From an optimization exercise on the open Yosys and OpenROAD flow, aimed at small area, a short achievable clock period and few clock cycles; shortcuts taken in it are not production practice. In this exercise RTL edits were held to simulation tests only and were not proved equivalent to the original. No activity file was given, so power comes from the tool's default toggle rates.

==> flow/design.v <==
module reg_file(
    input  logic        clk, reset,
    input  logic        we,
    input  logic [4:0]  waddr,
    input  logic [31:0] wdata,
    input  logic [4:0]  raddr1, raddr2,
    output logic [31:0] rdata1, rdata2
);
logic [31:0] regs [1:31];
logic [31:1] vld;
always_ff @(posedge clk) begin
    for (int k = 1; k < 32; k++)
        if (we && waddr == k) regs[k] <= wdata;
end
always_ff @(posedge clk or posedge reset) begin
    if (reset) vld <= '0;
    else for (int k = 1; k < 32; k++)
        if (we && waddr == k) vld[k] <= 1'b1;
end
always_comb begin
    rdata1 = '0;
    rdata2 = '0;
    for (int k = 1; k < 32; k++) begin
        rdata1 = rdata1 | ({32{vld[k] && raddr1 == k}} & regs[k]);
        rdata2 = rdata2 | ({32{vld[k] && raddr2 == k}} & regs[k]);
    end
end
endmodule
module Top_module(
    input  logic        clk, reset,
    output logic [31:0] imem_addr,
    input  logic [31:0] imem_rdata,
    output logic [31:0] dmem_addr,
    output logic [31:0] dmem_wdata,
    output logic        dmem_we,
    input  logic [31:0] dmem_rdata
);
localparam logic [4:0] OP_LOAD = 5'b00000, OP_IMM = 5'b00100, OP_AUIPC = 5'b00101,
                       OP_STORE = 5'b01000, OP_REG = 5'b01100, OP_LUI = 5'b01101,
                       OP_BRANCH = 5'b11000, OP_JALR = 5'b11001, OP_JAL = 5'b11011;
logic [31:2] pc_f;                   
logic        x_valid;
logic [31:2] x_pc;
logic [31:0] x_rs1v, x_rs2v;         
logic [31:0] x_imm;                  
logic [4:0]  x_rd;
logic [2:0]  x_f3;
logic        x_i30, x_useimm, x_sub, x_regwe;
logic        x_load, x_store, x_br, x_jal, x_jalr, x_lui, x_auipc, x_alu;
logic        m_regwe, m_load, m_store;
logic [4:0]  m_rd;
logic [31:0] m_res, m_wdata;
logic [31:0] wb_data;
assign wb_data    = m_load ? dmem_rdata : m_res;
assign dmem_addr  = m_res;
assign dmem_wdata = m_wdata;
assign dmem_we    = m_store;
logic [31:0] inst_f, imm_f;
logic [4:0]  rs1_f, rs2_f, rd_f, op_f;
logic [2:0]  f3_f;
logic        use1_f, use2_f;
logic        load_f, store_f, br_f, jal_f, jalr_f, lui_f, auipc_f, reg_f, opimm_f;
logic [31:0] rf_rd1, rf_rd2, rd1_f, rd2_f;
assign imem_addr = {pc_f, 2'b00};
assign inst_f    = imem_rdata;
assign rs1_f     = inst_f[19:15];
assign rs2_f     = inst_f[24:20];
assign rd_f      = inst_f[11:7];
assign op_f      = inst_f[6:2];
assign f3_f      = inst_f[14:12];
assign load_f    = op_f == OP_LOAD;
assign store_f   = op_f == OP_STORE;
assign br_f      = op_f == OP_BRANCH;
assign jal_f     = op_f == OP_JAL;
assign jalr_f    = op_f == OP_JALR;
assign lui_f     = op_f == OP_LUI;
assign auipc_f   = op_f == OP_AUIPC;
assign reg_f     = op_f == OP_REG;
assign opimm_f   = op_f == OP_IMM;
assign use1_f    = !(lui_f || auipc_f || jal_f);
assign use2_f    = reg_f || store_f || br_f;
always_comb begin
    if (store_f)               imm_f = {{20{inst_f[31]}}, inst_f[31:25], inst_f[11:7]};
    else if (br_f)             imm_f = {{19{inst_f[31]}}, inst_f[31], inst_f[7], inst_f[30:25], inst_f[11:8], 1'b0};
    else if (lui_f || auipc_f) imm_f = {inst_f[31:12], 12'b0};
    else if (jal_f)            imm_f = {{11{inst_f[31]}}, inst_f[31], inst_f[19:12], inst_f[20], inst_f[30:21], 1'b0};
    else                       imm_f = {{20{inst_f[31]}}, inst_f[31:20]};
end
reg_file u_reg_file(
    .clk(clk), .reset(reset),
    .we(m_regwe), .waddr(m_rd), .wdata(wb_data),
    .raddr1(rs1_f), .raddr2(rs2_f),
    .rdata1(rf_rd1), .rdata2(rf_rd2)
);
assign rd1_f = (m_regwe && m_rd == rs1_f) ? wb_data : rf_rd1;
assign rd2_f = (m_regwe && m_rd == rs2_f) ? wb_data : rf_rd2;
logic [31:0] a, b, op2, op2x, sum, sh_in, sh_out, alu_res, tgt, result;
logic [32:0] sum33, diff33;
logic [32:0] sh_ext;
logic        eq, lt, ltu, blt, bltu, cond, taken, redirect, left, fill;
logic [31:2] redirect_pc;
assign a   = x_rs1v;
assign b   = x_rs2v;
assign op2 = x_useimm ? x_imm : b;
assign op2x  = x_sub ? ~op2 : op2;
assign sum33 = {1'b0, a} + {1'b0, op2x} + {32'b0, x_sub};
assign sum   = sum33[31:0];
assign ltu   = !sum33[32];
assign lt    = (a[31] != op2[31]) ? a[31] : sum[31];
assign diff33 = {1'b0, a} + {1'b0, ~b} + 33'd1;
assign bltu   = !diff33[32];
assign blt    = (a[31] != b[31]) ? a[31] : diff33[31];
assign eq     = (a == b);
function automatic logic [31:0] rev32(input logic [31:0] v);
    for (int k = 0; k < 32; k++) rev32[k] = v[31 - k];
endfunction
assign left   = !x_f3[2];
assign fill   = x_i30 && a[31] && !left;
assign sh_in  = left ? rev32(a) : a;
assign sh_ext = $signed({fill, sh_in}) >>> op2[4:0];
assign sh_out = left ? rev32(sh_ext[31:0]) : sh_ext[31:0];
always_comb begin
    case (x_f3)
        3'b000: alu_res = sum;
        3'b001: alu_res = sh_out;
        3'b010: alu_res = {31'b0, lt};
        3'b011: alu_res = {31'b0, ltu};
        3'b100: alu_res = a ^ op2;
        3'b101: alu_res = sh_out;
        3'b110: alu_res = a | op2;
        default: alu_res = a & op2;
    endcase
end
assign tgt = {x_pc, 2'b00} + x_imm;
always_comb begin
    case (x_f3)
        3'b000: cond = eq;
        3'b001: cond = !eq;
        3'b100: cond = blt;
        3'b101: cond = !blt;
        3'b110: cond = bltu;
        3'b111: cond = !bltu;
        default: cond = 1'b0;
    endcase
end
assign taken       = x_jal || x_jalr || (x_br && cond);
assign redirect    = x_valid && taken;
assign redirect_pc = x_jalr ? sum[31:2] : tgt[31:2];
always_comb begin
    if (x_lui)                result = x_imm;
    else if (x_auipc)         result = tgt;
    else if (x_jal || x_jalr) result = {pc_f, 2'b00};
    else if (x_alu)           result = alu_res;
    else                      result = sum;
end
logic stall, fwd1_n, fwd2_n;
assign fwd1_n = x_valid && x_regwe && x_rd == rs1_f;
assign fwd2_n = x_valid && x_regwe && x_rd == rs2_f;
assign stall  = x_load && ((fwd1_n && use1_f) || (fwd2_n && use2_f));
always_ff @(posedge clk or posedge reset) begin
    if (reset) begin
        pc_f    <= '0;
        x_valid <= 1'b0;
        m_regwe <= 1'b0;
        m_load  <= 1'b0;
        m_store <= 1'b0;
    end else begin
        pc_f    <= redirect ? redirect_pc : (stall ? pc_f : pc_f + 30'd1);
        x_valid <= !redirect && !stall;
        m_regwe <= x_valid && x_regwe;
        m_load  <= x_valid && x_load;
        m_store <= x_valid && x_store;
    end
end
always_ff @(posedge clk) begin
    x_pc    <= pc_f;
    x_rs1v  <= fwd1_n ? result : rd1_f;
    x_rs2v  <= fwd2_n ? result : rd2_f;
    x_imm   <= imm_f;
    x_rd    <= rd_f;
    x_f3    <= f3_f;
    x_i30   <= inst_f[30];
    x_useimm <= !(reg_f || br_f);
    x_sub   <= (reg_f && f3_f == 3'b000 && inst_f[30]) ||
               ((reg_f || opimm_f) && (f3_f == 3'b010 || f3_f == 3'b011));
    x_regwe <= (rd_f != 5'd0) && (load_f || reg_f || opimm_f || lui_f || auipc_f || jal_f || jalr_f);
    x_load  <= load_f;
    x_store <= store_f;
    x_br    <= br_f;
    x_jal   <= jal_f;
    x_jalr  <= jalr_f;
    x_lui   <= lui_f;
    x_auipc <= auipc_f;
    x_alu   <= reg_f || opimm_f;
    m_rd    <= x_rd;
    m_res   <= result;
    m_wdata <= b;
end
endmodule
export LEC_CHECK = 0
export CAP_MARGIN = 20
export CORE_MARGIN = 2
export CORE_UTILIZATION = 35
export CTS_BUF_LIST = sky130_fd_sc_hd__clkbuf_8
export PLACE_DENSITY = 0.55
export SETUP_SLACK_MARGIN = 0.4
export SLEW_MARGIN = 20
create_clock -name core_clock -period 12.0 [get_ports {clk}]
standard.sh (not shown) runs the stock make flow with config.mk's settings and CLKGATE_MAP_FILE= SYNTH_SCRIPT=/design/flow/synth_recipe.tcl, a recipe that flattens the netlist after the stock synthesis.
==> flow/flow/run.sh <==
#!/bin/bash
set -euo pipefail
MARGIN=$(cat flow/margin.txt)
bash standard.sh SETUP_SLACK_MARGIN=$MARGIN finish > standard_finish.log 2>&1 || { tail -50 standard_finish.log; exit 1; }
tail -5 standard_finish.log
==> flow/flow/margin.txt <==
8
The first run finished with timing, DRC and antenna clean.
Testbench counts at the start, summed over its fixed seeds: cycles 113,148.
Then changed:
Settings changed: CTS_BUF_LIST sky130_fd_sc_hd__clkbuf_8 to not set.
Result: The new run completed with no timing, DRC or antenna violations; cell count went down slightly; die area does not change; hold slack degrades by 3.4 ps; count of clock-buffer cells in the layout goes down by 49; combinational power hardly moves; non-clock buffer count came out higher by 48; global-route usage climbs by 0.19 points; cell area went up by a few percent; sequential share of layout area went down by 1.1 points; worst setup slack improved by 110 ps; sequential power barely changes.

[separate check: timing with driven ports]
No port has a modelled driver above. Below, the same layouts with a new extraction and two added sets of constraints. Step 1 assumes that a clkbuf_16 drives the clock port and a buf_2 every other input. Step 2 also shifts input and output timing later by t, the mid clock arrival at the registers, as if the neighbouring blocks saw the same clock. Slacks: no drivers / after step 1 / after step 2; pairs: no drivers / after step 1.
run | shift t [ns] | setup slack, ns | hold slack, ns | worst setup path at the end
the first run | 1.059 | 7.797 / 7.797 / 6.911 | 0.412 / 0.412 / 0.412 | input to register
the second run | 0.878 | 7.911 / 7.928 / 7.092 | 0.409 / 0.409 / 0.409 | input to register
After both steps setup and hold are still met in every run listed. The setup slack of the first run, which loses most, moves by 0.000 ns with the drivers and by -0.886 ns with both steps.
